This is an optimization exercise on Yosys and OpenROAD, whose aim is small area and a short achievable clock period, not a production implementation.
At most, simulation tests tie the RTL to the original design; equivalence was not proved.
No functional check of the RTL was part of run 4.
No activity file was given, so power comes from the tool's default toggle rates.

==> flow/config.mk <==
export PLATFORM = sky130hd
export DESIGN_NAME = TLB
export DESIGN_NICKNAME = TLB
export VERILOG_FILES = /design/flow/design.v
export SDC_FILE = /design/flow/constraint.sdc
export NUM_CORES = 4
export LEC_CHECK = 0
export CAP_MARGIN = 20
export CORE_MARGIN = 2
export CORE_UTILIZATION = 40
export PLACE_DENSITY = 0.8
export SETUP_SLACK_MARGIN = 1.9
export SLEW_MARGIN = 20
export SYNTH_HIERARCHICAL = 1
==> flow/constraint.sdc <==
create_clock -name core_clock -period 6.5 [get_ports {clk}]
set_input_delay 1.3000 -clock core_clock [delete_from_list [all_inputs] [get_ports {clk}]]
set_output_delay 1.3000 -clock core_clock [all_outputs]
set_load 0.01 [all_outputs]
==> flow/design.v <==
module TLB(
    input clk,
    input reset,
    output io_req_ready,
    input  io_req_valid,
    input [6:0] io_req_bits_asid,
    input [27:0] io_req_bits_vpn,
    input  io_req_bits_passthrough,
    input  io_req_bits_instruction,
    input  io_req_bits_store,
    output io_resp_miss,
    output[19:0] io_resp_ppn,
    output io_resp_xcpt_ld,
    output io_resp_xcpt_st,
    output io_resp_xcpt_if,
    output[7:0] io_resp_hit_idx,
    input  io_ptw_req_ready,
    output io_ptw_req_valid,
    output[26:0] io_ptw_req_bits_addr,
    output[1:0] io_ptw_req_bits_prv,
    output io_ptw_req_bits_store,
    output io_ptw_req_bits_fetch,
    input  io_ptw_resp_valid,
    input  io_ptw_resp_bits_error,
    input [19:0] io_ptw_resp_bits_pte_ppn,
    input [2:0] io_ptw_resp_bits_pte_reserved_for_software,
    input  io_ptw_resp_bits_pte_d,
    input  io_ptw_resp_bits_pte_r,
    input [3:0] io_ptw_resp_bits_pte_typ,
    input  io_ptw_resp_bits_pte_v,
    input  io_ptw_status_sd,
    input [30:0] io_ptw_status_zero2,
    input  io_ptw_status_sd_rv32,
    input [8:0] io_ptw_status_zero1,
    input [4:0] io_ptw_status_vm,
    input  io_ptw_status_mprv,
    input [1:0] io_ptw_status_xs,
    input [1:0] io_ptw_status_fs,
    input [1:0] io_ptw_status_prv3,
    input  io_ptw_status_ie3,
    input [1:0] io_ptw_status_prv2,
    input  io_ptw_status_ie2,
    input [1:0] io_ptw_status_prv1,
    input  io_ptw_status_ie1,
    input [1:0] io_ptw_status_prv,
    input  io_ptw_status_ie,
    input  io_ptw_invalidate
);
  reg [1:0]   state;           
  reg [32:0]  refill_tag;      
  reg [2:0]   refill_idx;
  reg         refill_store;
  reg         refill_fetch;
  reg [7:1]   plru;
  reg [7:0]   vb;
  reg [32:0]  tag [0:7];
  reg [19:0]  ppn [0:7];
  reg [7:0]   f_low, f_a, f_ws, f_xs, f_xu, f_nds, f_b;
  wire [1:0] priv = (io_ptw_status_mprv & ~io_req_bits_instruction) ?
                    io_ptw_status_prv1 : io_ptw_status_prv;
  wire priv_s = (priv == 2'h1);
  wire vm_on, vm_a, vm_b;
  g_vm vm0 (.vm3(io_ptw_status_vm[3]), .pt(io_req_bits_passthrough), .mprv(io_ptw_status_mprv),
            .instr(io_req_bits_instruction), .prv1_hi(io_ptw_status_prv1[1]),
            .prv_hi(io_ptw_status_prv[1]), .y(vm_on));
  g_vm vm1 (.vm3(io_ptw_status_vm[3]), .pt(io_req_bits_passthrough), .mprv(io_ptw_status_mprv),
            .instr(io_req_bits_instruction), .prv1_hi(io_ptw_status_prv1[1]),
            .prv_hi(io_ptw_status_prv[1]), .y(vm_a));
  g_vm vm2 (.vm3(io_ptw_status_vm[3]), .pt(io_req_bits_passthrough), .mprv(io_ptw_status_mprv),
            .instr(io_req_bits_instruction), .prv1_hi(io_ptw_status_prv1[1]),
            .prv_hi(io_ptw_status_prv[1]), .y(vm_b));
  wire bad_va = io_req_bits_vpn[27] ^ io_req_bits_vpn[26];
  wire [32:0] key = {io_req_bits_asid[5:0], io_req_bits_vpn[26:0]};
  wire [7:0] hits;        
  wire [7:0] vhits;       
  wire [7:0] vhits_b;     
  wire [7:0] dmiss;       
  wire [7:0] e_ld, e_st, e_if;
  wire [7:0] errv;
  wire nvm = ~vm_on;
  genvar i, b;
  generate
    for (i = 0; i < 8; i = i + 1) begin : ent
      wire uok = priv_s | f_low[i];
      assign dmiss[i] = io_req_bits_store & f_nds[i] & uok;
      assign e_ld[i] = ~(f_a[i] & uok);
      assign e_st[i] = ~(f_ws[i] & uok);
      assign e_if[i] = dmiss[i] ? ~f_b[i] : ~(priv_s ? f_xs[i] : f_xu[i]);
      assign errv[i] = ~f_nds[i] & f_b[i];
      wire [35:0] m;
      for (b = 0; b < 33; b = b + 1) begin : cmp
        g_xnor2 x (.a(tag[i][b]), .b(key[b]), .y(m[b]));
      end
      g_xnor2 x27 (.a(tag[i][26]), .b(io_req_bits_vpn[27]), .y(m[33]));
      assign m[34] = vb[i];
      assign m[35] = 1'b1;
      wire [8:0] gn;
      for (b = 0; b < 8; b = b + 1) begin : l1
        g_nand4 n (.a(m[4*b]), .b(m[4*b+1]), .c(m[4*b+2]), .d(m[4*b+3]), .y(gn[b]));
      end
      g_nand3 n8 (.a(m[32]), .b(m[33]), .c(m[34]), .y(gn[8]));
      wire [2:0] h;
      for (b = 0; b < 3; b = b + 1) begin : l2
        g_nor3 o (.a(gn[3*b]), .b(gn[3*b+1]), .c(gn[3*b+2]), .y(h[b]));
      end
      g_and3 ha (.a(h[0]), .b(h[1]), .c(h[2]), .y(hits[i]));
      g_and4 hv (.a(h[0]), .b(h[1]), .c(h[2]), .d(vm_a), .y(vhits[i]));
      g_and4 hw (.a(h[0]), .b(h[1]), .c(h[2]), .d(vm_b), .y(vhits_b[i]));
    end
  endgenerate
  wire [7:0] ndm = ~dmiss;
  wire [19:0] va = io_req_bits_vpn[19:0];
  wire va_rx = (va[19:18] == 2'b00);
  wire va_r  = (va[19:3] == 17'h08000);
  wire va_rw = (va >= 20'h40008) & (va <= 20'h40010);
  wire c_ld = bad_va | (nvm & ~(va_rx | va_r | va_rw));
  wire c_st = bad_va | (nvm & ~(va_rx | va_rw));
  wire c_if = bad_va | (nvm & ~va_rx);
  wire c_miss = nvm | bad_va;
  g_sel8c s_ld (.s(vhits), .d(e_ld), .c(c_ld), .y(io_resp_xcpt_ld));
  g_sel8c s_st (.s(vhits), .d(e_st), .c(c_st), .y(io_resp_xcpt_st));
  g_sel8c s_if (.s(vhits_b), .d(e_if), .c(c_if), .y(io_resp_xcpt_if));
  g_sel8cn s_m (.s(vhits_b), .d(ndm), .c(c_miss), .y(io_resp_miss));
  generate
    for (b = 0; b < 20; b = b + 1) begin : pb
      g_sel8c s (.s(b < 10 ? vhits : vhits_b),
                 .d({ppn[7][b], ppn[6][b], ppn[5][b], ppn[4][b],
                     ppn[3][b], ppn[2][b], ppn[1][b], ppn[0][b]}),
                 .c(nvm & va[b]), .y(io_resp_ppn[b]));
    end
  endgenerate
  wire tlb_hit = vm_on & |(hits & ndm);
  assign io_resp_hit_idx = hits;
  assign io_req_ready = (state == 2'h0);
  assign io_ptw_req_valid = (state == 2'h1);
  assign io_ptw_req_bits_addr = refill_tag[26:0];
  assign io_ptw_req_bits_prv = io_ptw_status_prv;
  assign io_ptw_req_bits_store = refill_store;
  assign io_ptw_req_bits_fetch = refill_fetch;
  wire hidx2 = |hits[7:4];
  wire hidx1 = hits[7] | hits[6] | hits[3] | hits[2];
  wire hidx0 = hits[7] | hits[5] | hits[3] | hits[1];
  wire v2 = plru[1];
  wire v1 = v2 ? plru[3] : plru[2];
  wire v0 = v2 ? (v1 ? plru[7] : plru[6]) : (v1 ? plru[5] : plru[4]);
  wire [2:0] first_inv = ~vb[0] ? 3'd0 : ~vb[1] ? 3'd1 : ~vb[2] ? 3'd2 :
                         ~vb[3] ? 3'd3 : ~vb[4] ? 3'd4 : ~vb[5] ? 3'd5 :
                         ~vb[6] ? 3'd6 : 3'd7;
  wire [2:0] repl = (&vb) ? {v2, v1, v0} : first_inv;
  wire [3:0] typ = io_ptw_resp_bits_pte_typ;
  wire [19:0] np = io_ptw_resp_bits_pte_ppn;
  wire n_rx = (np[19:18] == 2'b00);
  wire n_rw2 = (np >= 20'h40008) & (np <= 20'h40010);
  wire n_rr = n_rx | (np[19:3] == 17'h08000) | n_rw2;
  wire n_rw = n_rx | n_rw2;
  wire n_base = ~io_ptw_resp_bits_error & io_ptw_resp_bits_pte_v & (typ >= 4'h2);
  wire n_low = ~typ[3];
  wire n_a = n_base & n_rr;
  wire n_ws = n_base & typ[0] & n_rw;
  wire n_xs = n_base & typ[1] & (typ >= 4'h4) & n_rx;
  wire n_xu = n_base & n_low & typ[1] & n_rx;
  wire n_nds = n_base & typ[0] & ~io_ptw_resp_bits_pte_d;
  wire n_b = n_nds ? n_rx : io_ptw_resp_bits_error;
  wire accept = io_req_ready & io_req_valid;
  wire [7:0] clear_mask = io_ptw_invalidate ? 8'hff : (errv | (hits & dmiss));
  wire fill = (state == 2'h2) & io_ptw_resp_valid;
  integer j;
  always @(posedge clk) begin
    if (reset)
      state <= 2'h0;
    else if (io_ptw_resp_valid)
      state <= 2'h0;
    else if (state == 2'h2 && io_ptw_invalidate)
      state <= 2'h3;
    else if (state == 2'h1 && io_ptw_req_ready)
      state <= io_ptw_invalidate ? 2'h3 : 2'h2;
    else if (state == 2'h1 && io_ptw_invalidate)
      state <= 2'h0;
    else if (accept & io_resp_miss)
      state <= 2'h1;
    if (io_req_ready) begin
      refill_tag <= key;
      refill_idx <= repl;
      refill_store <= io_req_bits_store;
      refill_fetch <= io_req_bits_instruction;
    end
    if (reset)
      plru <= 7'h0;
    else if (io_req_valid & tlb_hit) begin
      plru[1] <= ~hidx2;
      if (~hidx2) plru[2] <= ~hidx1; else plru[3] <= ~hidx1;
      case ({hidx2, hidx1})
        2'd0: plru[4] <= ~hidx0;
        2'd1: plru[5] <= ~hidx0;
        2'd2: plru[6] <= ~hidx0;
        default: plru[7] <= ~hidx0;
      endcase
    end
    if (reset)
      vb <= 8'h0;
    else if (io_ptw_invalidate | accept)
      vb <= vb & ~clear_mask;
    else if (fill)
      vb[refill_idx] <= 1'b1;
    for (j = 0; j < 8; j = j + 1)
      if (io_ptw_resp_valid && refill_idx == j) begin
        tag[j] <= refill_tag;
        ppn[j] <= np;
        f_low[j] <= n_low;
        f_a[j] <= n_a;
        f_ws[j] <= n_ws;
        f_xs[j] <= n_xs;
        f_xu[j] <= n_xu;
        f_nds[j] <= n_nds;
        f_b[j] <= n_b;
      end
  end
endmodule
module g_xnor2(input a, input b, output y);
  assign y = ~(a ^ b);
endmodule
module g_nand4(input a, input b, input c, input d, output y);
  assign y = ~(a & b & c & d);
endmodule
module g_nand3(input a, input b, input c, output y);
  assign y = ~(a & b & c);
endmodule
module g_nor3(input a, input b, input c, output y);
  assign y = ~(a | b | c);
endmodule
module g_and3(input a, input b, input c, output y);
  assign y = a & b & c;
endmodule
module g_and4(input a, input b, input c, input d, output y);
  assign y = a & b & c & d;
endmodule
module g_vm(input vm3, input pt, input mprv, input instr, input prv1_hi, input prv_hi,
            output y);
  assign y = vm3 & ~pt & ~((mprv & ~instr) ? prv1_hi : prv_hi);
endmodule
module g_sel8c(input [7:0] s, input [7:0] d, input c, output y);
  assign y = (|(s & d)) | c;
endmodule
module g_sel8cn(input [7:0] s, input [7:0] d, input c, output y);
  assign y = ~((|(s & d)) | c);
endmodule
module g_a221oi(input a1, input a2, input b1, input b2, input c1, output y);
  assign y = ~((a1 & a2) | (b1 & b2) | c1);
endmodule
module g_a22oi(input a1, input a2, input b1, input b2, output y);
  assign y = ~((a1 & a2) | (b1 & b2));
endmodule
==> flow/flow/run.sh <==
#!/bin/bash
# The standard layout flow, except that:
#  - the buffers put on the input and output ports are sky130_fd_sc_hd__buf_1
#    cells instead of the default delay buffer (timing repair resizes the ones
#    on critical paths);
#  - clock tree synthesis uses clkbuf_8 buffers for clusters of up to 16
#    flip-flops and inserts no dummy loads.
# The full output of the flow goes to standard.log in the folder this runs in.
set -euo pipefail
export BUFFER_PORTS_ARGS="-buffer_cell sky130_fd_sc_hd__buf_1"
export CTS_ARGS="-sink_clustering_enable -repair_clock_nets -dont_use_dummy_load -buf_list sky130_fd_sc_hd__clkbuf_8 -sink_clustering_size 16 -sink_clustering_max_diameter 70"
bash standard.sh > standard.log 2>&1
==> flow/standard.sh <==
#!/bin/bash
# synth_recipe.tcl (not shown) runs the flow's synth.tcl, then flattens the netlist and writes it again
# the make line also repeats each setting of config.mk as NAME=value (left out here)
make -C /OpenROAD-flow-scripts/flow DESIGN_CONFIG=/design/flow/config.mk WORK_HOME=/design/flow/orfs CLKGATE_MAP_FILE= SYNTH_SCRIPT=/design/flow/synth_recipe.tcl "${@:-finish}"
==> results of run 1 <==
[path summary, 6_finish.rpt]
kind | start | to
min | plru[7] | plru[7]
max | io_req_bits_instruction | io_resp_xcpt_ld
max reg2reg | tag[2][20] | plru[4]
min reg2reg | plru[7] | plru[7]
[power by group]
group | total [mW] | internal (mW) | switching, mW
clock network | 1.56 | 0.554 | 1.00
registers | 3.86 | 3.82 | 0.0432
logic | 0.336 | 0.127 | 0.208
total | 5.76 | 4.50 | 1.25
[cells by family after synthesis]
kind of cell | synth area share
xor+xnor | 0.108
buf+inv | 0.0157
fa+ha+maj | 0.00394
compound gates | 0.0692
flops | 0.715
mux | 0.0118
simple gates | 0.0760
[sequential cells by signal, indices dropped and copies added (netlist names)]
name,flops
f_a,8
f_b,8
f_low,8
f_nds,8
f_ws,8
f_xs,8
f_xu,8
plru,7
ppn,160
refill_fetch,1
refill_idx,3
refill_store,1
refill_tag,33
state,2
tag,264
vb,8
[cell type report]
cell class / instances / area [µm²]
clock buffers: 40 / 551
inverters: 25 / 93.8
multi-input cells: 758 / 6260
flip-flops and latches: 535 / 15900
well taps: 748 / 936
diodes: 2 / 5.00
repair buffers: 183 / 1190
fillers: 4623 / 30100
[repair_timing]
| action | 4_1_cts | 5_1_grt |
|---|---|---|
| pin swaps | 27 | 17 |
| cloned | 6 | 2 |
| hold buffers | 0 | 0 |
| endpoints found under the setup margin | 30 | 24 |
| resized for setup | 116 | 31 |
| setup buffers | 23 | 6 |
[per-module statistics from Yosys (local to each module, per instance)]
| module | flops+latches | cells | area, µm² |
|---|---|---|---|
| g_xnor2 | 0 | 1 | 8.76 |
| g_sel8cn | 0 | 5 | 42.5 |
| g_and4 | 0 | 1 | 8.76 |
| g_vm | 0 | 4 | 46.3 |
| g_nand4 | 0 | 1 | 6.26 |
| TLB | 535 | 826 | 17800 |
| g_sel8c | 0 | 5 | 43.8 |
| g_and3 | 0 | 1 | 6.26 |
| g_nor3 | 0 | 1 | 10.0 |
| g_nand3 | 0 | 1 | 5.00 |
[synth_stat cells (11+ instances only)]
| cell | instances | area [µm²] |
|---|---|---|
| sky130_fd_sc_hd__edfxtp_1 | 518 | 15600 |
| sky130_fd_sc_hd__xnor2_1 | 274 | 2400 |
| sky130_fd_sc_hd__nand4_1 | 68 | 425 |
| sky130_fd_sc_hd__a21oi_1 | 46 | 230 |
| sky130_fd_sc_hd__nand3_1 | 36 | 180 |
| sky130_fd_sc_hd__buf_4 | 29 | 218 |
| sky130_fd_sc_hd__nor2b_1 | 27 | 169 |
| sky130_fd_sc_hd__inv_1 | 25 | 93.8 |
| sky130_fd_sc_hd__o21ai_0 | 25 | 125 |
| sky130_fd_sc_hd__a222oi_1 | 24 | 240 |
| sky130_fd_sc_hd__nor3_2 | 24 | 240 |
| sky130_fd_sc_hd__a221oi_2 | 23 | 345 |
| sky130_fd_sc_hd__a22o_1 | 23 | 201 |
| sky130_fd_sc_hd__nor2_1 | 23 | 86.3 |
| sky130_fd_sc_hd__and4_1 | 17 | 149 |
| sky130_fd_sc_hd__dfxtp_1 | 17 | 340 |
| sky130_fd_sc_hd__mux2i_1 | 16 | 160 |
| sky130_fd_sc_hd__nand2b_1 | 13 | 81.3 |
| sky130_fd_sc_hd__and3_1 | 12 | 75.1 |
| sky130_fd_sc_hd__nand2_1 | 11 | 41.3 |
[metrics by stage]
step	total power [mW]	cells	setup slack [ns]	area [µm²]
global placement	4.24	2212	1.09	23500
finish	5.76	2291	1.90	24900
global route	5.94	2289	1.89	24900
floorplan	4.10	1350	2.35	22200
CTS	5.78	2281	1.91	24700
detailed placement	4.25	2212	1.06	23500
[critical path: cells and delay by family]
| kind | cells | cell delay [ns] |
|---|---|---|
| buf+inv | 4 | 0.74 |
| simple gates | 4 | 0.73 |
| compound gates | 3 | 0.51 |
[layer usage]
metal / vias up / track usage / routed length (µm)
li1: 5606 / - / -
met1: 6464 / 0.246 / 21000
met2: 760 / 0.310 / 26400
met3: 165 / 0.0464 / 5920
met4: 14 / 0.0720 / 1960
met5: - / 0 / 102
==> summary.txt, run 1 <==
Global route
  – Total routing resource utilization after global routing: 0.190
  – Number of global-route vias before repair: around 13000
  – Initial antenna violation count: 9
  – Congestion Overflow GR: 0
  – Pin count of the biggest net entering global routing: 61
  – Wire length of the first global-routing pass: between 80000 and 90000 µm

Floorplanning
  – Die Wd: 240 µm
  – Standard-cell row count: 86
  – Top-Level Pins: around 200
  – Vertical die dimension: between 200 and 250 µm
  – Effective utilization at floorplan: 0.404
  – Die area: 0.0575 mm²
  – Core Area: approximately 0.055 mm²

Worst setup path
  – Maximum fanout encountered on the critical timing path: 9
  – Delay of the slowest cell on the worst path: between 0.3 and 0.4 ns
  – Worst-path cell with the longest stage delay: sky130_fd_sc_hd__a2111oi_4
  – Flop2flop setup slack: ~3.3 ns
  – Launching element type of the critical path: input port
  – Worst-path cell chain: clkbuf_2 -> nand2b_1 -> a2111oi_4 -> buf_4 -> nor2b_1 -> nor3b_2 -> buf_4 -> a21oi_1 -> a21oi_1 -> nand3_1 -> buf_1
  – Startpoint-to-endpoint class of the critical path: in -> out
  – Worst R2R Path Depth: 11
  – Critical path data arrival time: 3.30 ns
  – CP endpoint kind: output port
  – Worst EP required: between 5 and 6 ns

Clock tree
  – TritonCTS Buffers: 40
  – Number of H-tree branching levels: 2
  – TritonCTS clock tree: done
  – Clock slew at the register clock pins of the worst setup and hold paths: ~0.10 ns
  – Count of clock tree sinks: roughly 540
  – Cell at the root of the clock tree: sky130_fd_sc_hd__clkbuf_8
  – CTS max path bufs: 3
  – Skew-Pair Late Insertion Delay: around 0.65 ns

Timing
  – Number of hold violations in the final report: 0
  – RSZ-0062 raised after global routing: false
  – Final slew viol count: 0
  – Final critical path time including I/O delays and setup: 4.60 ns
  – TNS Setup: 0 ns
  – Normalized max-slew margin: 0.295
  – Post-Route Hold Slack: between 0.4 and 0.5 ns
  – Number of setup violations in the final report: 0
  – Timing-limited maximum frequency: between 0.2 and 0.25 GHz
  – Largest clock skew in the final design: 0.0685 ns
  – Worst slew pin tran: ~1.1 ns
  – Final cycle utilization of the critical path: 0.707

Detailed routing
  – Vias per inst: ~5.7
  – DRC violation total after the first TritonRoute iteration: roughly 1800
  – Final Routed Wirelength: 55300 µm
  – Residual antenna-violating net count after detailed routing: 0
  – Count of unresolved DRC violations after routing: 0
  – Drt pass-1 iters: 7
  – Drt wl/cell: between 20 and 25 µm
  – Vias: about 13000

Yosys
  – Mapped Avg Cell Area: about 16 µm²
  – Instance count of the mapped netlist: 1350
  – Mapped Area: between 0.02 and 0.025 mm²
  – Distinct cell type count of the synthesized netlist: 53
  – Number of enable-type register cells in the synthesized netlist: slightly above 500
  – Number of register bits inferred by synthesis: 535
  – Post-synthesis sequential area ratio: 0.715
  – Synth Flop Type: sky130_fd_sc_hd__edfxtp_1
  – Yosys warns: 11
  – Fraction of synthesis flops using an asynchronous set or reset pin: 0

Layout
  – Most used cells in the layout excluding fill and tap cells: 518 x sky130_fd_sc_hd__edfxtp_1, 273 x sky130_fd_sc_hd__xnor2_1, 97 x sky130_fd_sc_hd__buf_1
  – Share of post-route cells with drive strength above 1: 0.146
  – Most common cell after layout, fill and taps aside: sky130_fd_sc_hd__edfxtp_1
  – Share of the core filled with cells: 0.453
  – Area grow syn2layout: 12.2%
  – Total number of nets in the final design: 1689

Place
  – Last weighted congestion value of the routability-driven placer: around 0.9
  – Port-buffer cells: 140
  – HPWL after DPL: approximately 35000 µm

Worst hold path
  – Worst min path class: reg -> reg
  – Hold-critical path depth: 2

Power
  – Worst vdd rail ir drop: 0.240 mV
  – Static Leakage: between 7 and 8 nW
  – Power per cell area: about 230 mW/mm²

Job
  – Max-cap violations: 0

Status
  – Result of the run: complete, no violations
==> run 2, diff against run 1 <==
--- a/flow/config.mk
+++ b/flow/config.mk
@@ -10,5 +10,5 @@
 export CORE_UTILIZATION = 40
 export PLACE_DENSITY = 0.8
-export SETUP_SLACK_MARGIN = 1.9
+export SETUP_SLACK_MARGIN = 2.1
 export SLEW_MARGIN = 20
 export SYNTH_HIERARCHICAL = 1
==> run 2 against run 1 <==
Effect of this change:
- still clean
- worst setup slack improved by 0.12 ns
- design area is 5.8% higher
- flip-flop and latch count is the same
- clock skew is essentially flat
- via count increased by 3.6%
- first-iteration DRC count grew 2.1%
- largest power group unchanged
==> summary.txt, run 2 <==
Clock tree
  – Count of clock tree sinks: 535 (unchanged)
  – Clock slew at the register clock pins of the worst setup and hold paths: 0.10 ns (about the same)
  – Hold_buf cts: 0 (unchanged)
  – CTS max path bufs: 3 (unchanged)
  – Skew-Pair Late Insertion Delay: 0.64 ns (was 0.65 ns)
  – Cell at the root of the clock tree: sky130_fd_sc_hd__clkbuf_8 (unchanged)
  – TritonCTS clock tree: done (unchanged)
  – TritonCTS Buffers: 40 (unchanged)
  – Number of H-tree branching levels: 2 (unchanged)

Timing
  – Normalized max-slew margin: 0.305 (was 0.295)
  – TNS Setup: 0 ns (unchanged)
  – Final critical path time including I/O delays and setup: 4.47 ns (was 4.60 ns)
  – Final slew viol count: 0 (unchanged)
  – Final cycle utilization of the critical path: 0.688 (was 0.707)
  – Number of setup violations in the final report: 0 (unchanged)
  – Worst slew pin tran: 1.04 ns (was 1.06 ns)
  – Largest clock skew in the final design: 0.0688 ns (was 0.0685 ns)
  – RSZ-0062 raised after global routing: true (was false)
  – Timing-limited maximum frequency: 0.224 GHz (was 0.218 GHz)
  – Number of hold violations in the final report: 0 (unchanged)

Global route
  – Total routing resource utilization after global routing: 0.194 (was 0.190)
  – Number of global-route vias before repair: 13200 (was 12900)
  – Initial antenna violation count: 7 (was 9)
  – GRT Max-Usage Layer: met2 (unchanged)
  – Wire length of the first global-routing pass: 82600 µm (was 80800 µm)
  – Global-route met2 utilization: 0.318 (was 0.310)
  – Congestion Overflow GR: 0 (unchanged)
  – Met1 GRT Util: 0.247 (was 0.246)
  – Pin count of the biggest net entering global routing: 61 (unchanged)
  – M3 GR Usage: 0.0553 (was 0.0464)

Job
  – Max-cap violations: 0 (unchanged)

Worst setup path
  – CP Depth: 11 (unchanged)
  – Worst-path cell with the longest stage delay: sky130_fd_sc_hd__nor3_2 (was sky130_fd_sc_hd__a2111oi_4)
  – Worst-path cell chain: buf_16 -> buf_4 -> xnor2_1 -> nand4_1 -> nor3_2 -> and4_4 -> buf_12 -> a22oi_2 -> nand3_2 -> a211oi_2 -> buf_4 (was clkbuf_2 -> nand2b_1 -> a2111oi_4 -> buf_4 -> nor2b_1 -> nor3b_2 -> buf_4 -> a21oi_1 -> a21oi_1 -> nand3_1 -> buf_1)
  – Largest delay share family, worst path: simple AND/OR/NAND/NOR gates (was buffers and inverters)
  – CP bufs+invs: 4 (unchanged)
  – Launching element type of the critical path: input port (unchanged)
  – Worst EP required: 5.20 ns (about the same)
  – CP endpoint kind: output port (unchanged)
  – Maximum fanout encountered on the critical timing path: 12 (was 9)
  – Most used cell along the critical path: sky130_fd_sc_hd__buf_4
  – Worst R2R Path Depth: 11 (unchanged)
  – Delay of the slowest cell on the worst path: 0.30 ns (was 0.34 ns)
  – Startpoint-to-endpoint class of the critical path: in -> out (unchanged)
  – Critical path data arrival time: 3.17 ns (was 3.30 ns)

Power
  – Static Leakage: 8.59 nW (was 7.81 nW)
  – Gate power share: 0.070 (was 0.058)
  – Worst vdd rail ir drop: 0.242 mV (was 0.240 mV)
  – Internal power: 4.56 mW (was 4.50 mW)
  – Sw frac: 0.220 (was 0.218)
  – Net load switching power: 1.29 mW (was 1.25 mW)
  – Part of the power in registers: 0.661 (was 0.671)
  – Total Power: 5.84 mW (was 5.76 mW)
  – Clock network fraction of design power: 0.269 (was 0.271)
  – Power per cell area: 222 mW/mm² (was 231 mW/mm²)

Yosys
  – Instance count of the mapped netlist: 1350 (unchanged)
  – Mapped Area: 0.0222 mm² (unchanged)
  – Distinct cell type count of the synthesized netlist: 53 (unchanged)
  – Top cell type's share of synthesized area: 0.700 (unchanged)
  – Yosys warns: 11 (unchanged)
  – Number of enable-type register cells in the synthesized netlist: 518 (unchanged)
  – Number of register bits inferred by synthesis: 535 (unchanged)
  – Mapped Avg Cell Area: 16.5 µm² (unchanged)
  – Biggest area consumer among synthesized cells: sky130_fd_sc_hd__edfxtp_1 (unchanged)
  – Leading post-synthesis cells by instance count: 518 x sky130_fd_sc_hd__edfxtp_1, 274 x sky130_fd_sc_hd__xnor2_1, 68 x sky130_fd_sc_hd__nand4_1 (unchanged)
  – Synth Flop Type: sky130_fd_sc_hd__edfxtp_1 (unchanged)
  – Post-synthesis sequential area ratio: 0.715 (unchanged)
  – Largest cells by area after synthesis: sky130_fd_sc_hd__edfxtp_1 70%, sky130_fd_sc_hd__xnor2_1 11%, sky130_fd_sc_hd__nand4_1 1.9%, sky130_fd_sc_hd__a221oi_2 1.6%, sky130_fd_sc_hd__dfxtp_1 1.5% (unchanged)
  – Fraction of synthesis flops using an asynchronous set or reset pin: 0 (unchanged)
  – Most frequent cell after synthesis: sky130_fd_sc_hd__edfxtp_1 (unchanged)

Layout
  – Total number of nets in the final design: 1731 (was 1689)
  – Largest registers: tag: 264 flops, ppn: 160 flops, refill_tag: 33 flops (unchanged)
  – Most common cell after layout, fill and taps aside: sky130_fd_sc_hd__edfxtp_1 (unchanged)
  – Flip-flop count of the largest register, all copies and words added: 264 (unchanged)
  – Area grow syn2layout: 18.7% (was 12.2%)
  – Final antenna diode count: 0 (was 2)
  – Most flops, register: tag (unchanged)
  – Most used cells in the layout excluding fill and tap cells: 518 x sky130_fd_sc_hd__edfxtp_1, 236 x sky130_fd_sc_hd__xnor2_1, 82 x sky130_fd_sc_hd__buf_1 (was 518 x sky130_fd_sc_hd__edfxtp_1, 273 x sky130_fd_sc_hd__xnor2_1, 97 x sky130_fd_sc_hd__buf_1)
  – Share of post-route cells with drive strength above 1: 0.215 (was 0.146)

Detailed routing
  – Final Routed Wirelength: 59100 µm (was 55300 µm)
  – Drt pass-1 iters: 5 (was 7)
  – Vias: 13500 (was 13000)
  – Count of unresolved DRC violations after routing: 0 (unchanged)
  – Drt wl/cell: 25.4 µm (was 24.2 µm)
  – Residual antenna-violating net count after detailed routing: 0 (unchanged)
  – DRC violation total after the first TritonRoute iteration: 1825 (was 1788)
  – Vias per inst: 5.78 (was 5.68)

Floorplanning
  – Die area: 0.0575 mm² (unchanged)
  – Vertical die dimension: 240 µm (unchanged)
  – Core Area: 0.0550 mm² (unchanged)
  – Top-Level Pins: 204 (unchanged)
  – Die Wd: 240 µm (unchanged)
  – Effective utilization at floorplan: 0.404 (unchanged)
  – Standard-cell row count: 86 (unchanged)

Worst hold path
  – Worst min path class: reg -> reg (unchanged)
  – Hold-critical path depth: 2 (unchanged)

Place
  – Last weighted congestion value of the routability-driven placer: 0.905 (unchanged)
  – HPWL after DPL: 34500 µm (unchanged)
  – Port-buffer cells: 140 (unchanged)

Status
  – Result of the run: complete, no violations (unchanged)
-- run 2: cell counts after synthesis --
No cell type changed its count.
-- run 2: metal layers --
layer	routed length, µm	share of wire
met1	21700	0.37
met5	111	0.0019
met2	28200	0.48
met4	2250	0.038
met3	6840	0.12
-- run 2: cells by family after synthesis --
| family | after synthesis | share of synthesized area |
|---|---|---|
| adders and majority gates | 7 | 0.00394 |
| AOI/OAI and AO/OA | 182 | 0.0692 |
| DFF | 535 | 0.715 |
| xor gates and xnor gates | 274 | 0.108 |
| buffers and inverters | 64 | 0.0157 |
| and+or+nand+nor | 263 | 0.0760 |
| muxes | 25 | 0.0118 |
-- run 2: worst paths after layout --
path              slack (ns)          startpoint            to
setup / recovery        2.03  io_req_bits_vpn[1]  io_resp_miss
hold / removal          0.49             plru[7]       plru[7]
setup reg to reg        3.29          tag[2][20]       plru[4]
hold reg to reg         0.49             plru[7]       plru[7]
-- run 2: power by group through the flow --
stage	clock network [mW]	logic, mW	registers, mW
finish	1.57	0.410	3.87
global route	1.71	0.434	3.87
CTS	1.59	0.361	3.86
detailed placement	0	0.308	3.94
global placement	0	0.297	3.94
floorplan	0	0.176	3.93
-- run 2: per-stage QoR --
stage | area (µm²) | util | setup slack, ns | instances | hold slack, ns
after floorplan | 22200 | - | 2.35 | 1350 | 0.448
after global placement | 23500 | 0.428 | 1.09 | 2212 | 0.463
after detailed placement | 23500 | 0.428 | 1.06 | 2212 | 0.476
after CTS | 25400 | 0.462 | 2.06 | 2303 | 0.496
after global routing | 26400 | 0.480 | 1.96 | 2331 | 0.527
final | 26400 | 0.480 | 2.03 | 2331 | 0.487
-- run 2: area by class of cell --
| cell class | instances | area, µm² |
|---|---|---|
| multi-input cells | 760 | 6790 |
| inverters | 25 | 93.8 |
| repair buffers | 223 | 2120 |
| well taps | 748 | 936 |
| flip-flops and latches | 535 | 15900 |
| clock buffers | 40 | 551 |
| fillers | 4376 | 28600 |
-- run 2: timing repair --
action | CTS | global route
pin swaps | 67 | 86
endpoints found under the setup margin | 32 | 24
cloned | 9 | 6
resized for setup | 219 | 123
setup buffers | 42 | 22
-- run 2: tightest hold or removal path: cells and delay by family (launching register included) --
family | cells | cell delay [ns]
DFF | 1 | 0.33
and+or+nand+nor | 1 | 0.06
muxes | 1 | 0.06
-- run 2: Yosys stat by module (local to each module, per instance), excerpt --
module | flops+latches | cells | cell area (µm²)
TLB | 535 | 826 | 17800
g_vm | 0 | 4 | 46.3
g_sel8cn | 0 | 5 | 42.5
g_nor3 | 0 | 1 | 10.0
g_and4 | 0 | 1 | 8.76
g_and3 | 0 | 1 | 6.26
g_nand4 | 0 | 1 | 6.26
g_nand3 | 0 | 1 | 5.00
==> run 3, diff against run 2 <==
--- a/flow/config.mk
+++ b/flow/config.mk
@@ -10,5 +10,5 @@
 export CORE_UTILIZATION = 40
 export PLACE_DENSITY = 0.8
-export SETUP_SLACK_MARGIN = 2.1
+export SETUP_SLACK_MARGIN = 2.0
 export SLEW_MARGIN = 20
 export SYNTH_HIERARCHICAL = 1
==> run 3 against run 2 <==
Effect of this change:
- global-route usage shrank 0.38 points
- wire length shrank 4.7%
- utilization is 1.8 points lower
- cell count shrank 1.2%
- non-clock buffer count down 28
- sequential share of layout area rose by 2.4 points
- worst hold slack is essentially flat
- clock skew grew 0.0017 ns
- clock power barely moved
- via count fell by 2.4%
- area after synthesis did not move
- largest cell class unchanged
==> summary.txt, run 3 <==
Place
  – HPWL after DPL: 34500 µm (unchanged)
  – Setup WS pre-CTS: 1.06 ns (unchanged)
  – Cell count after placement: 2212 (unchanged)
  – Post-Place Cell Area: 0.0235 mm² (unchanged)
  – Port-buffer cells: 140 (unchanged)
  – Last weighted congestion value of the routability-driven placer: 0.905 (unchanged)

Layout
  – Share of the core filled with cells: 0.461 (was 0.480)
  – Post-route cell area: 0.0254 mm² (was 0.0264 mm²)
  – Most flops, register: tag (unchanged)
  – Total number of nets in the final design: 1701 (was 1731)
  – Most used cells in the layout excluding fill and tap cells: 518 x sky130_fd_sc_hd__edfxtp_1, 261 x sky130_fd_sc_hd__xnor2_1, 90 x sky130_fd_sc_hd__buf_1 (was 518 x sky130_fd_sc_hd__edfxtp_1, 236 x sky130_fd_sc_hd__xnor2_1, 82 x sky130_fd_sc_hd__buf_1)
  – Sequential Area: 0.0159 mm² (unchanged)
  – Area used by multi-input combinational logic: 0.00641 mm² (was 0.00679 mm²)
  – Final cell count without fillers: 2302 (was 2331)
  – Largest registers: tag: 264 flops, ppn: 160 flops, refill_tag: 33 flops (unchanged)
  – Filler cell count in the final layout: 4564 (was 4376)
  – Area grow syn2layout: 14.2% (was 18.7%)
  – Most common cell after layout, fill and taps aside: sky130_fd_sc_hd__edfxtp_1 (unchanged)
  – Share of post-route cells with drive strength above 1: 0.172 (was 0.215)
  – Flip-flop count of the largest register, all copies and words added: 264 (unchanged)

Yosys
  – Synth Flop Type: sky130_fd_sc_hd__edfxtp_1 (unchanged)
  – Post-synthesis sequential area ratio: 0.715 (unchanged)
  – Mapped Avg Cell Area: 16.5 µm² (unchanged)
  – Fraction of synthesis flops using an asynchronous set or reset pin: 0 (unchanged)
  – Yosys warns: 11 (unchanged)
  – Number of register bits inferred by synthesis: 535 (unchanged)
  – Number of enable-type register cells in the synthesized netlist: 518 (unchanged)
  – Top cell type's share of synthesized area: 0.700 (unchanged)
  – Most frequent cell after synthesis: sky130_fd_sc_hd__edfxtp_1 (unchanged)
  – Distinct cell type count of the synthesized netlist: 53 (unchanged)
  – Mapped Area: 0.0222 mm² (unchanged)
  – Largest cells by area after synthesis: sky130_fd_sc_hd__edfxtp_1 70%, sky130_fd_sc_hd__xnor2_1 11%, sky130_fd_sc_hd__nand4_1 1.9%, sky130_fd_sc_hd__a221oi_2 1.6%, sky130_fd_sc_hd__dfxtp_1 1.5% (unchanged)
  – Leading post-synthesis cells by instance count: 518 x sky130_fd_sc_hd__edfxtp_1, 274 x sky130_fd_sc_hd__xnor2_1, 68 x sky130_fd_sc_hd__nand4_1 (unchanged)
  – Biggest area consumer among synthesized cells: sky130_fd_sc_hd__edfxtp_1 (unchanged)
  – Instance count of the mapped netlist: 1350 (unchanged)

Job
  – Max-cap violations: 0 (unchanged)

Worst setup path
  – CP endpoint kind: output port (unchanged)
  – Worst R2R Path Depth: 11 (unchanged)
  – Worst-path cell with the longest stage delay: sky130_fd_sc_hd__nor3_4 (was sky130_fd_sc_hd__nor3_2)
  – Launching element type of the critical path: input port (unchanged)
  – Worst reg2reg startpoint: tag[2][20] (unchanged)
  – Worst EP required: 5.20 ns (about the same)
  – Critical path data arrival time: 3.19 ns (was 3.17 ns)
  – CP bufs+invs: 3 (was 4)
  – Worst-path cell chain: buf_4 -> xnor2_1 -> nand4_1 -> nor3_4 -> and4_1 -> buf_12 -> a22oi_1 -> nand3_1 -> a211oi_2 -> buf_4 (was buf_16 -> buf_4 -> xnor2_1 -> nand4_1 -> nor3_2 -> and4_4 -> buf_12 -> a22oi_2 -> nand3_2 -> a211oi_2 -> buf_4)
  – Largest delay share family, worst path: simple AND/OR/NAND/NOR gates (unchanged)
  – Most used cell along the critical path: sky130_fd_sc_hd__buf_4 (unchanged)
  – Maximum fanout encountered on the critical timing path: 12 (unchanged)
  – Worst flop-to-flop path endpoint: plru[4] (unchanged)
  – Startpoint-to-endpoint class of the critical path: in -> out (unchanged)
  – Flop2flop setup slack: 3.28 ns (was 3.29 ns)
  – Delay of the slowest cell on the worst path: 0.36 ns (was 0.30 ns)

Timing
  – Final slew viol count: 0 (unchanged)
  – Worst slew pin tran: 1.04 ns (about the same)
  – Timing-limited maximum frequency: 0.223 GHz (was 0.224 GHz)
  – TNS Setup: 0 ns (unchanged)
  – Normalized max-slew margin: 0.304 (was 0.305)
  – Largest clock skew in the final design: 0.0704 ns (was 0.0688 ns)
  – RSZ-0062 raised after global routing: true (unchanged)
  – Number of hold violations in the final report: 0 (unchanged)
  – Final cycle utilization of the critical path: 0.691 (was 0.688)
  – Post-Route Hold Slack: 0.487 ns (about the same)
  – Number of setup violations in the final report: 0 (unchanged)
  – Final critical path time including I/O delays and setup: 4.49 ns (was 4.47 ns)
  – Worst path setup slack after routing: 2.01 ns (was 2.03 ns)

Worst hold path
  – Worst min path class: reg -> reg (unchanged)
  – Origin of the worst min-delay path: plru[7] (unchanged)
  – Hold-critical path depth: 2 (unchanged)
  – Endpoint with the worst hold slack: plru[7] (unchanged)

Detailed routing
  – Drt wl/cell: 24.5 µm (was 25.4 µm)
  – Vias per inst: 5.71 (was 5.78)
  – Final Routed Wirelength: 56300 µm (was 59100 µm)
  – Count of unresolved DRC violations after routing: 0 (unchanged)
  – DRC violation total after the first TritonRoute iteration: 1718 (was 1825)
  – Residual antenna-violating net count after detailed routing: 0 (unchanged)
  – Drt pass-1 iters: 6 (was 5)
  – Vias: 13200 (was 13500)

Clock tree
  – Clock slew at the register clock pins of the worst setup and hold paths: 0.10 ns (about the same)
  – Cell at the root of the clock tree: sky130_fd_sc_hd__clkbuf_8 (unchanged)
  – TritonCTS clock tree: done (unchanged)
  – Count of clock tree sinks: 535 (unchanged)
  – Skew-Pair Late Insertion Delay: 0.65 ns (was 0.64 ns)
  – Number of H-tree branching levels: 2 (unchanged)
  – CTS max path bufs: 3 (unchanged)
  – TritonCTS Buffers: 40 (unchanged)
  – Hold_buf cts: 0 (unchanged)

Floorplanning
  – Core Area: 0.0550 mm² (unchanged)
  – Standard-cell row count: 86 (unchanged)
  – Vertical die dimension: 240 µm (unchanged)
  – Effective utilization at floorplan: 0.404 (unchanged)
  – Die area: 0.0575 mm² (unchanged)
  – Top-Level Pins: 204 (unchanged)
  – Die Wd: 240 µm (unchanged)

Status
  – Result of the run: complete, no violations (unchanged)

Global route
  – Congestion Overflow GR: 0 (unchanged)
  – Initial antenna violation count: 7 (unchanged)
  – Wire length of the first global-routing pass: 80800 µm (was 82600 µm)
  – Pin count of the biggest net entering global routing: 61 (unchanged)
  – Number of global-route vias before repair: 12900 (was 13200)
  – Total routing resource utilization after global routing: 0.191 (was 0.194)

Power
  – Total Power: 5.78 mW (was 5.84 mW)
  – Power per cell area: 228 mW/mm² (was 222 mW/mm²)
  – Worst vdd rail ir drop: 0.242 mV (about the same)
  – Static Leakage: 8.05 nW (was 8.59 nW)
[run 3: routing by layer]
| layer | vias up | share of wire | global-route usage |
|---|---|---|---|
| met5 | - | 0.0013 | 0 |
| met4 | 10 | 0.038 | 0.0735 |
| met3 | 174 | 0.11 | 0.0485 |
| met2 | 806 | 0.48 | 0.311 |
| met1 | 6526 | 0.37 | 0.244 |
| li1 | 5635 | - | - |
[run 3: worst reg2reg max path: stages, from the launching register on]
cell and delay (ns):
sky130_fd_sc_hd__edfxtp_1 0.43, sky130_fd_sc_hd__xnor2_2 0.14, sky130_fd_sc_hd__nand4_1 0.18, sky130_fd_sc_hd__nor3_4 0.34, sky130_fd_sc_hd__buf_4 0.17, sky130_fd_sc_hd__and3_1 0.41, sky130_fd_sc_hd__nor2_1 0.13, sky130_fd_sc_hd__a31oi_1 0.34
sky130_fd_sc_hd__and4b_1 0.27, sky130_fd_sc_hd__a31oi_4 0.31, sky130_fd_sc_hd__nand3_1 0.21, sky130_fd_sc_hd__mux2i_1 0.21
[run 3: worst max-delay path by stage]
stage,slack (ns),startpoint,cells past startpoint,end
2_1_floorplan,2.35,io_req_bits_instruction,6,io_resp_miss
3_3_place_gp,1.09,io_req_bits_vpn[12],8,io_resp_xcpt_ld
3_5_place_dp,1.06,io_req_bits_vpn[12],9,io_resp_xcpt_if
4_1_cts,1.98,io_req_bits_instruction,10,io_resp_xcpt_if
5_1_grt,1.96,io_ptw_status_prv1[1],10,io_resp_xcpt_if
6_report,2.01,io_req_bits_vpn[19],10,io_resp_miss
[run 3: per-module statistics from Yosys (local to each module, per instance)]
module	cells	area, µm²	times used
TLB	826	17800	1
g_and3	1	6.26	8
g_and4	1	8.76	16
g_nand3	1	5.00	8
g_nand4	1	6.26	64
g_nor3	1	10.0	24
g_sel8c	5	43.8	23
g_sel8cn	5	42.5	1
g_vm	4	46.3	3
g_xnor2	1	8.76	272
[run 3: logic make-up after synthesis]
group / Yosys count / share of synthesized area
flops: 535 / 0.715
xor+xnor: 274 / 0.108
simple gates: 263 / 0.0760
compound gates: 182 / 0.0692
buf+inv: 64 / 0.0157
mux: 25 / 0.0118
fa+ha+maj: 7 / 0.00394
[run 3: where the power goes]
| part | internal, mW | switching [mW] | total, mW |
|---|---|---|---|
| registers | 3.82 | 0.0432 | 3.86 |
| logic | 0.146 | 0.213 | 0.359 |
| clock network | 0.555 | 1.01 | 1.56 |
| total | 4.52 | 1.26 | 5.78 |
[run 3: layout make-up]
class                   instances  area share
flip-flops and latches        535       0.627
clock buffers                  40      0.0217
repair buffers                195      0.0582
inverters                      25     0.00370
multi-input cells             758       0.253
diodes                          1   0.0000986
well taps                     748      0.0369
[run 3: repair_timing]
action | 4_1_cts | 5_1_grt
resized for setup | 138 | 92
pin swaps | 37 | 51
setup endpoints to repair | 32 | 24
cloned | 7 | 3
buffers inserted | 27 | 12
==> run 4, diff against run 3 <==
--- a/flow/design.v
+++ b/flow/design.v
@@ -73,6 +73,5 @@
   wire [32:0] key = {io_req_bits_asid[5:0], io_req_bits_vpn[26:0]};
   wire [7:0] hits;        
-  wire [7:0] vhits;       
-  wire [7:0] vhits_b;     
+  wire [7:0] vh [0:3];
   wire [7:0] dmiss;       
   wire [7:0] e_ld, e_st, e_if;
@@ -105,24 +104,22 @@
       end
       g_and3 ha (.a(h[0]), .b(h[1]), .c(h[2]), .y(hits[i]));
-      g_and4 hv (.a(h[0]), .b(h[1]), .c(h[2]), .d(vm_a), .y(vhits[i]));
-      g_and4 hw (.a(h[0]), .b(h[1]), .c(h[2]), .d(vm_b), .y(vhits_b[i]));
+      g_and4 hv0 (.a(h[0]), .b(h[1]), .c(h[2]), .d(vm_a), .y(vh[0][i]));
+      g_and4 hv1 (.a(h[0]), .b(h[1]), .c(h[2]), .d(vm_a), .y(vh[1][i]));
+      g_and4 hv2 (.a(h[0]), .b(h[1]), .c(h[2]), .d(vm_b), .y(vh[2][i]));
+      g_and4 hv3 (.a(h[0]), .b(h[1]), .c(h[2]), .d(vm_b), .y(vh[3][i]));
     end
   endgenerate
   wire [7:0] ndm = ~dmiss;
   wire [19:0] va = io_req_bits_vpn[19:0];
-  wire va_rx = (va[19:18] == 2'b00);
-  wire va_r  = (va[19:3] == 17'h08000);
-  wire va_rw = (va >= 20'h40008) & (va <= 20'h40010);
-  wire c_ld = bad_va | (nvm & ~(va_rx | va_r | va_rw));
-  wire c_st = bad_va | (nvm & ~(va_rx | va_rw));
-  wire c_if = bad_va | (nvm & ~va_rx);
-  wire c_miss = nvm | bad_va;
-  g_sel8c s_ld (.s(vhits), .d(e_ld), .c(c_ld), .y(io_resp_xcpt_ld));
-  g_sel8c s_st (.s(vhits), .d(e_st), .c(c_st), .y(io_resp_xcpt_st));
-  g_sel8c s_if (.s(vhits_b), .d(e_if), .c(c_if), .y(io_resp_xcpt_if));
-  g_sel8cn s_m (.s(vhits_b), .d(ndm), .c(c_miss), .y(io_resp_miss));
+  wire c_ld, c_st, c_if, c_miss;
+  g_cterms ct (.va(va), .v27(io_req_bits_vpn[27]), .v26(io_req_bits_vpn[26]), .vm(vm_on),
+               .c_ld(c_ld), .c_st(c_st), .c_if(c_if), .c_miss(c_miss));
+  g_sel8c s_ld (.s(vh[0]), .d(e_ld), .c(c_ld), .y(io_resp_xcpt_ld));
+  g_sel8c s_st (.s(vh[1]), .d(e_st), .c(c_st), .y(io_resp_xcpt_st));
+  g_sel8c s_if (.s(vh[2]), .d(e_if), .c(c_if), .y(io_resp_xcpt_if));
+  g_sel8cn s_m (.s(vh[3]), .d(ndm), .c(c_miss), .y(io_resp_miss));
   generate
     for (b = 0; b < 20; b = b + 1) begin : pb
-      g_sel8c s (.s(b < 10 ? vhits : vhits_b),
+      g_sel8c s (.s(vh[b / 5]),
                  .d({ppn[7][b], ppn[6][b], ppn[5][b], ppn[4][b],
                      ppn[3][b], ppn[2][b], ppn[1][b], ppn[0][b]}),
@@ -240,8 +237,66 @@
 endmodule
 module g_sel8c(input [7:0] s, input [7:0] d, input c, output y);
-  assign y = (|(s & d)) | c;
+  wire [3:0] t;
+  g_a22oi a0 (.a1(s[0]), .a2(d[0]), .b1(s[1]), .b2(d[1]), .y(t[0]));
+  g_a22oi a1 (.a1(s[2]), .a2(d[2]), .b1(s[3]), .b2(d[3]), .y(t[1]));
+  g_a22oi a2 (.a1(s[4]), .a2(d[4]), .b1(s[5]), .b2(d[5]), .y(t[2]));
+  g_a221oi a3 (.a1(s[6]), .a2(d[6]), .b1(s[7]), .b2(d[7]), .c1(c), .y(t[3]));
+  g_nand4 n (.a(t[0]), .b(t[1]), .c(t[2]), .d(t[3]), .y(y));
 endmodule
 module g_sel8cn(input [7:0] s, input [7:0] d, input c, output y);
-  assign y = ~((|(s & d)) | c);
+  wire [3:0] t;
+  g_a22oi a0 (.a1(s[0]), .a2(d[0]), .b1(s[1]), .b2(d[1]), .y(t[0]));
+  g_a22oi a1 (.a1(s[2]), .a2(d[2]), .b1(s[3]), .b2(d[3]), .y(t[1]));
+  g_a22oi a2 (.a1(s[4]), .a2(d[4]), .b1(s[5]), .b2(d[5]), .y(t[2]));
+  g_a221oi a3 (.a1(s[6]), .a2(d[6]), .b1(s[7]), .b2(d[7]), .c1(c), .y(t[3]));
+  g_and4 n (.a(t[0]), .b(t[1]), .c(t[2]), .d(t[3]), .y(y));
+endmodule
+module g_cterms(input [19:0] va, input v27, input v26, input vm,
+                output c_ld, output c_st, output c_if, output c_miss);
+  wire bad, x_ok, n1, n2, n3, n4, n5, ha, hb, hi, lo_r, lo_w, z30;
+  g_xor2 xb (.a(v27), .b(v26), .y(bad));
+  g_nor2 xo (.a(va[19]), .b(va[18]), .y(x_ok));
+  g_nor3 o1 (.a(va[17]), .b(va[16]), .c(va[15]), .y(n1));
+  g_nor3 o2 (.a(va[14]), .b(va[13]), .c(va[12]), .y(n2));
+  g_nor3 o3 (.a(va[11]), .b(va[10]), .c(va[9]), .y(n3));
+  g_nor3 o4 (.a(va[8]), .b(va[7]), .c(va[6]), .y(n4));
+  g_nor3b o5 (.a(va[5]), .b(va[19]), .cn(va[18]), .y(n5));
+  g_nand3 a1 (.a(n1), .b(n2), .c(n3), .y(ha));
+  g_nand2 a2 (.a(n4), .b(n5), .y(hb));
+  g_nor2 hh (.a(ha), .b(hb), .y(hi));
+  g_nor4 z (.a(va[3]), .b(va[2]), .c(va[1]), .d(va[0]), .y(z30));
+  g_o41ai lr (.a1(va[3]), .a2(va[2]), .a3(va[1]), .a4(va[0]), .b1(va[4]), .y(lo_r));
+  g_mux2 lw (.s(va[4]), .a1(z30), .a0(va[3]), .y(lo_w));
+  g_cfin fl (.bad(bad), .vm(vm), .x_ok(x_ok), .hi(hi), .lo(lo_r), .y(c_ld));
+  g_cfin fs (.bad(bad), .vm(vm), .x_ok(x_ok), .hi(hi), .lo(lo_w), .y(c_st));
+  g_cfin fx (.bad(bad), .vm(vm), .x_ok(x_ok), .hi(1'b0), .lo(1'b0), .y(c_if));
+  g_or2b fm (.a(bad), .bn(vm), .y(c_miss));
+endmodule
+module g_cfin(input bad, input vm, input x_ok, input hi, input lo, output y);
+  assign y = bad | ~(vm | x_ok | (hi & lo));
+endmodule
+module g_xor2(input a, input b, output y);
+  assign y = a ^ b;
+endmodule
+module g_nor2(input a, input b, output y);
+  assign y = ~(a | b);
+endmodule
+module g_nand2(input a, input b, output y);
+  assign y = ~(a & b);
+endmodule
+module g_nor3b(input a, input b, input cn, output y);
+  assign y = ~(a | b | ~cn);
+endmodule
+module g_nor4(input a, input b, input c, input d, output y);
+  assign y = ~(a | b | c | d);
+endmodule
+module g_o41ai(input a1, input a2, input a3, input a4, input b1, output y);
+  assign y = ~((a1 | a2 | a3 | a4) & b1);
+endmodule
+module g_or2b(input a, input bn, output y);
+  assign y = a | ~bn;
+endmodule
+module g_mux2(input s, input a1, input a0, output y);
+  assign y = s ? a1 : a0;
 endmodule
 module g_a221oi(input a1, input a2, input b1, input b2, input c1, output y);
==> flow/run.sh (new file) <==
#!/bin/bash
# synth_recipe.tcl (not shown) runs the flow's synth.tcl, then flattens the netlist and writes it again
# the make line also repeats each setting of config.mk as NAME=value (left out here)
make -C /OpenROAD-flow-scripts/flow DESIGN_CONFIG=/design/flow/config.mk WORK_HOME=/design/flow/orfs CLKGATE_MAP_FILE= SYNTH_SCRIPT=/design/flow/synth_recipe.tcl finish
--- a/flow/config.mk
+++ b/flow/config.mk
@@ -9,6 +9,8 @@
 export CORE_MARGIN = 2
 export CORE_UTILIZATION = 40
-export PLACE_DENSITY = 0.8
-export SETUP_SLACK_MARGIN = 2.0
+export CTS_BUF_LIST = sky130_fd_sc_hd__clkbuf_8 sky130_fd_sc_hd__clkbuf_16
+export CTS_CLUSTER_DIAMETER = 100
+export CTS_CLUSTER_SIZE = 20
+export SETUP_SLACK_MARGIN = 2.8
 export SLEW_MARGIN = 20
 export SYNTH_HIERARCHICAL = 1
removed: flow/flow/run.sh
removed: flow/standard.sh
==> run 4 against run 3 <==
Effect of this change:
- still clean
- sequential share of layout area fell by 7.2 points
- global-route usage rose by 1.2 points
- clock skew fell by 0.045 ns
- area after synthesis rose by 2.7%
- wire length rose by 7.4%
- non-clock buffer count rose by 102
- via count rose by 0.70%
- clock-buffer cell count fell by 9
- critical path depth rose by 1
- worst setup slack improved by 0.018 ns
- largest cell class unchanged
==> summary.txt, run 4 <==
Timing
  – Normalized max-slew margin: 0.267 (was 0.304)
  – Final cycle utilization of the critical path: 0.689 (was 0.691)
  – RSZ-0062 raised after global routing: true (unchanged)
  – Timing-limited maximum frequency: 0.223 GHz (about the same)
  – TNS Setup: 0 ns (unchanged)
  – Number of hold violations in the final report: 0 (unchanged)
  – Final slew viol count: 0 (unchanged)
  – Largest clock skew in the final design: 0.0250 ns (was 0.0704 ns)
  – Worst slew pin tran: 1.10 ns (was 1.04 ns)
  – Number of setup violations in the final report: 0 (unchanged)
  – Final critical path time including I/O delays and setup: 4.48 ns (was 4.49 ns)
  – Worst path setup slack after routing: 2.02 ns (was 2.01 ns)

Yosys
  – Distinct cell type count of the synthesized netlist: 63 (was 53)
  – Leading post-synthesis cells by instance count: 518 x sky130_fd_sc_hd__edfxtp_1, 273 x sky130_fd_sc_hd__xnor2_1, 90 x sky130_fd_sc_hd__nand4_1 (was 518 x sky130_fd_sc_hd__edfxtp_1, 274 x sky130_fd_sc_hd__xnor2_1, 68 x sky130_fd_sc_hd__nand4_1)
  – Instance count of the mapped netlist: 1372 (was 1350)
  – Synth Flop Type: sky130_fd_sc_hd__edfxtp_1 (unchanged)
  – Yosys warns: 11 (unchanged)
  – Mapped Avg Cell Area: 16.6 µm² (was 16.5 µm²)
  – Post-synthesis sequential area ratio: 0.697 (was 0.715)
  – Fraction of synthesis flops using an asynchronous set or reset pin: 0 (unchanged)
  – Largest cells by area after synthesis: sky130_fd_sc_hd__edfxtp_1 68%, sky130_fd_sc_hd__xnor2_1 10%, sky130_fd_sc_hd__a22oi_2 3.9%, sky130_fd_sc_hd__nand4_1 2.5%, sky130_fd_sc_hd__a221oi_2 1.6% (was sky130_fd_sc_hd__edfxtp_1 70%, sky130_fd_sc_hd__xnor2_1 11%, sky130_fd_sc_hd__nand4_1 1.9%, sky130_fd_sc_hd__a221oi_2 1.6%, sky130_fd_sc_hd__dfxtp_1 1.5%)
  – Number of enable-type register cells in the synthesized netlist: 518 (unchanged)
  – Number of register bits inferred by synthesis: 535 (unchanged)
  – Biggest area consumer among synthesized cells: sky130_fd_sc_hd__edfxtp_1 (unchanged)
  – Most frequent cell after synthesis: sky130_fd_sc_hd__edfxtp_1 (unchanged)
  – Mapped Area: 0.0228 mm² (was 0.0222 mm²)
  – Top cell type's share of synthesized area: 0.682 (was 0.700)

Floorplanning
  – Top-Level Pins: 204 (unchanged)
  – Standard-cell row count: 87 (was 86)
  – Die Wd: 243 µm (was 240 µm)
  – Die area: 0.0590 mm² (was 0.0575 mm²)
  – Vertical die dimension: 243 µm (was 240 µm)
  – Core Area: 0.0564 mm² (was 0.0550 mm²)
  – Effective utilization at floorplan: 0.405 (was 0.404)

Global route
  – Pin count of the biggest net entering global routing: 61 (unchanged)
  – Total routing resource utilization after global routing: 0.203 (was 0.191)
  – Initial antenna violation count: 4 (was 7)
  – Wire length of the first global-routing pass: 89000 µm (was 80800 µm)
  – Number of global-route vias before repair: 13400 (was 12900)
  – Congestion Overflow GR: 0 (unchanged)

Clock tree
  – Number of H-tree branching levels: 1 (was 2)
  – CTS max path bufs: 3 (unchanged)
  – Count of clock tree sinks: 535 (unchanged)
  – Skew-Pair Late Insertion Delay: 0.61 ns (was 0.65 ns)
  – Clock slew at the register clock pins of the worst setup and hold paths: 0.09 ns (was 0.10 ns)
  – Hold_buf cts: 0 (unchanged)
  – TritonCTS Buffers: 30 (was 40)
  – Cell at the root of the clock tree: sky130_fd_sc_hd__clkbuf_16 (was sky130_fd_sc_hd__clkbuf_8)
  – TritonCTS clock tree: done (unchanged)

Status
  – Result of the run: complete, no violations (unchanged)

Detailed routing
  – DRC violation total after the first TritonRoute iteration: 1151 (was 1718)
  – Vias per inst: 5.45 (was 5.71)
  – Vias: 13200 (about the same)
  – Residual antenna-violating net count after detailed routing: 0 (unchanged)
  – Count of unresolved DRC violations after routing: 0 (unchanged)
  – Final Routed Wirelength: 60500 µm (was 56300 µm)
  – Drt wl/cell: 24.9 µm (was 24.5 µm)
  – Drt pass-1 iters: 5 (was 6)

Layout
  – Largest registers: tag: 264 flops, ppn: 160 flops, refill_tag: 33 flops (unchanged)
  – Most flops, register: tag (unchanged)
  – Flip-flop count of the largest register, all copies and words added: 264 (unchanged)
  – Most used cells in the layout excluding fill and tap cells: 518 x sky130_fd_sc_hd__edfxtp_1, 192 x sky130_fd_sc_hd__xnor2_1, 90 x sky130_fd_sc_hd__nand4_1 (was 518 x sky130_fd_sc_hd__edfxtp_1, 261 x sky130_fd_sc_hd__xnor2_1, 90 x sky130_fd_sc_hd__buf_1)
  – Post-route cell area: 0.0286 mm² (was 0.0254 mm²)
  – Area used by multi-input combinational logic: 0.00754 mm² (was 0.00641 mm²)
  – Total number of nets in the final design: 1808 (was 1701)
  – Filler cell count in the final layout: 4762 (was 4564)
  – Sequential Area: 0.0159 mm² (unchanged)
  – Final antenna diode count: 0 (was 1)
  – Most common cell after layout, fill and taps aside: sky130_fd_sc_hd__edfxtp_1 (unchanged)
  – Area grow syn2layout: 25.6% (was 14.2%)
  – Share of post-route cells with drive strength above 1: 0.325 (was 0.172)

Worst setup path
  – Worst-path cell with the longest stage delay: sky130_fd_sc_hd__a2111oi_4 (was sky130_fd_sc_hd__nor3_4)
  – Maximum fanout encountered on the critical timing path: 4 (was 12)
  – Startpoint-to-endpoint class of the critical path: in -> out (unchanged)
  – Start point of the critical path: io_req_bits_instruction (was io_req_bits_vpn[19])
  – CP bufs+invs: 6 (was 3)
  – Worst EP required: 5.20 ns (about the same)
  – Largest delay share family, worst path: buffers and inverters (was simple AND/OR/NAND/NOR gates)
  – Worst-path cell chain: buf_8 -> nand2b_4 -> a2111oi_4 -> buf_6 -> buf_12 -> buf_16 -> buf_4 -> nor2b_1 -> a221oi_2 -> nand4_1 -> buf_2 (was buf_4 -> xnor2_1 -> nand4_1 -> nor3_4 -> and4_1 -> buf_12 -> a22oi_1 -> nand3_1 -> a211oi_2 -> buf_4)
  – Launching element type of the critical path: input port (unchanged)
  – Critical path data arrival time: 3.18 ns (was 3.19 ns)
  – Worst reg2reg startpoint: tag[1][21] (was tag[2][20])
  – CP endpoint kind: output port (unchanged)
  – Delay of the slowest cell on the worst path: 0.34 ns (was 0.36 ns)

Place
  – Setup WS pre-CTS: 0.598 ns (was 1.06 ns)
  – Last weighted congestion value of the routability-driven placer: 0.859 (was 0.905)
  – Post-Place Cell Area: 0.0251 mm² (was 0.0235 mm²)
  – HPWL after DPL: 36700 µm (was 34500 µm)
  – Port-buffer cells: 140 (unchanged)

Power
  – Sw frac: 0.217 (was 0.218)
  – Clock network fraction of design power: 0.307 (was 0.270)
  – Net load switching power: 1.36 mW (was 1.26 mW)
  – Worst vdd rail ir drop: 0.206 mV (was 0.242 mV)
  – Part of the power in registers: 0.616 (was 0.668)
  – Gate power share: 0.077 (was 0.062)
  – Static Leakage: 9.63 nW (was 8.05 nW)
  – Total Power: 6.28 mW (was 5.78 mW)
  – Internal power: 4.92 mW (was 4.52 mW)
  – Power per cell area: 219 mW/mm² (was 228 mW/mm²)

Worst hold path
  – Origin of the worst min-delay path: plru[6] (was plru[7])
  – Worst min path class: reg -> reg (unchanged)

Job
  – Max-cap violations: 0 (unchanged)
-- run 4: through the flow --
| stage | instances | utilization | hold slack (ns) |
|---|---|---|---|
| final | 2431 | 0.508 | 0.491 |
| after global routing | 2431 | 0.508 | 0.516 |
| after CTS | 2416 | 0.504 | 0.496 |
| after detailed placement | 2244 | 0.445 | 0.482 |
| after global placement | 2244 | 0.445 | 0.464 |
| after floorplan | 1373 | - | 0.448 |
-- run 4: path summary, 6_finish.rpt --
path              depth (start not counted)  slack, ns        endpoint
setup / recovery                         11       2.02  io_resp_ppn[9]
hold / removal                            2       0.49         plru[6]
setup reg to reg                         13       3.51         plru[6]
hold reg to reg                           2       0.49         plru[6]
-- run 4: routing by layer --
metal	routed length (µm)	vias to the layer above	global-route usage
met2	29600	425	0.335
met1	25900	6800	0.281
met3	3830	67	0.0336
met5	62	-	0
li1	-	5943	-
met4	1100	8	0.0453
-- run 4: per-module statistics from Yosys (local to each module, per instance), excerpt --
module,flip-flops and latches,cell area (µm²),copies in the design
g_vm,0,46.3,3
g_o41ai,0,16.3,1
g_a221oi,0,15.0,24
g_nor3,0,10.0,28
g_xnor2,0,8.76,272
g_xor2,0,8.76,1
g_or2b,0,6.26,1
g_and3,0,6.26,8
g_cterms,0,3.75,1
g_nand2,0,3.75,1
g_nor2,0,3.75,2
-- run 4: cell families (layout without fill, tap and decap cells) --
| logic type | after synthesis | after routing | synth area share |
|---|---|---|---|
| flops | 535 | 535 | 0.697 |
| simple gates | 279 | 279 | 0.0833 |
| xor+xnor | 274 | 274 | 0.105 |
| compound gates | 187 | 187 | 0.0846 |
| buf+inv | 67 | 369 | 0.0159 |
| mux | 23 | 23 | 0.0108 |
| fa+ha+maj | 6 | 6 | 0.00329 |
| other cells | 1 | 2 | 0.000164 |
-- run 4: area by class of cell --
cell class              instances  area share
clock buffers                  31      0.0271
clock inverters                13     0.00175
inverters                      28     0.00367
multi-input cells             771       0.263
flip-flops and latches        535       0.555
well taps                     756      0.0330
repair buffers                297       0.116
-- run 4: worst reg2reg max path: stages (launching register included) --
cell	delay [ns]
sky130_fd_sc_hd__edfxtp_1	0.42
sky130_fd_sc_hd__xnor2_2	0.16
sky130_fd_sc_hd__nand4_1	0.24
sky130_fd_sc_hd__nor3_4	0.27
sky130_fd_sc_hd__buf_12	0.15
sky130_fd_sc_hd__buf_6	0.09
sky130_fd_sc_hd__and3_4	0.21
sky130_fd_sc_hd__buf_4	0.16
sky130_fd_sc_hd__or2b_1	0.23
sky130_fd_sc_hd__o2111a_1	0.13
sky130_fd_sc_hd__a41o_1	0.31
sky130_fd_sc_hd__a21oi_2	0.23
sky130_fd_sc_hd__nand2_1	0.11
sky130_fd_sc_hd__mux2i_1	0.16
-- run 4: repair_timing --
item                                    4_1_cts  5_1_grt
buffers inserted                            120       15
gates cloned                                  8        0
endpoints found under the setup margin       41       32
resized for setup                           635       24
pin swaps                                   138       40
-- run 4: power by group through the flow --
| stage | sequential (mW) | combinational (mW) | clock, mW |
|---|---|---|---|
| after floorplan | 3.93 | 0.188 | 0 |
| after global placement | 3.95 | 0.386 | 0 |
| after detailed placement | 3.95 | 0.389 | 0 |
| after CTS | 3.87 | 0.472 | 1.97 |
| after global routing | 3.88 | 0.513 | 2.08 |
| final | 3.87 | 0.482 | 1.93 |

static timing again, ports no longer ideal:
In the flow no input, the clock included, has a driving cell. The finished layouts below were timed again as built, in two steps.
Step 1 assumes that a clkbuf_16 drives the clock port and a buf_2 every other input.
Step 2 times the ports against the registers' clock, not the clock port: input delays grow and output delays shrink by t, the midpoint of the rising clock arrivals with the driver on.
Slacks: ideal ports / drivers / drivers and shift; pairs: ideal ports / drivers.
run	shift t [ns]	slack for setup (ns)	worst setup path at the end
run 1	0.664	1.904 / 1.883 / 1.883	input to output
run 2	0.661	2.028 / 1.934 / 1.934	input to output
run 3	0.663	2.007 / 1.975 / 1.975	input to output
run 4	0.658	2.025 / 1.946 / 1.946	input to output
After both steps setup and hold are still met in every run listed. The setup slack of run 2, which loses most, moves by -0.094 ns with the drivers and by -0.094 ns with both steps.
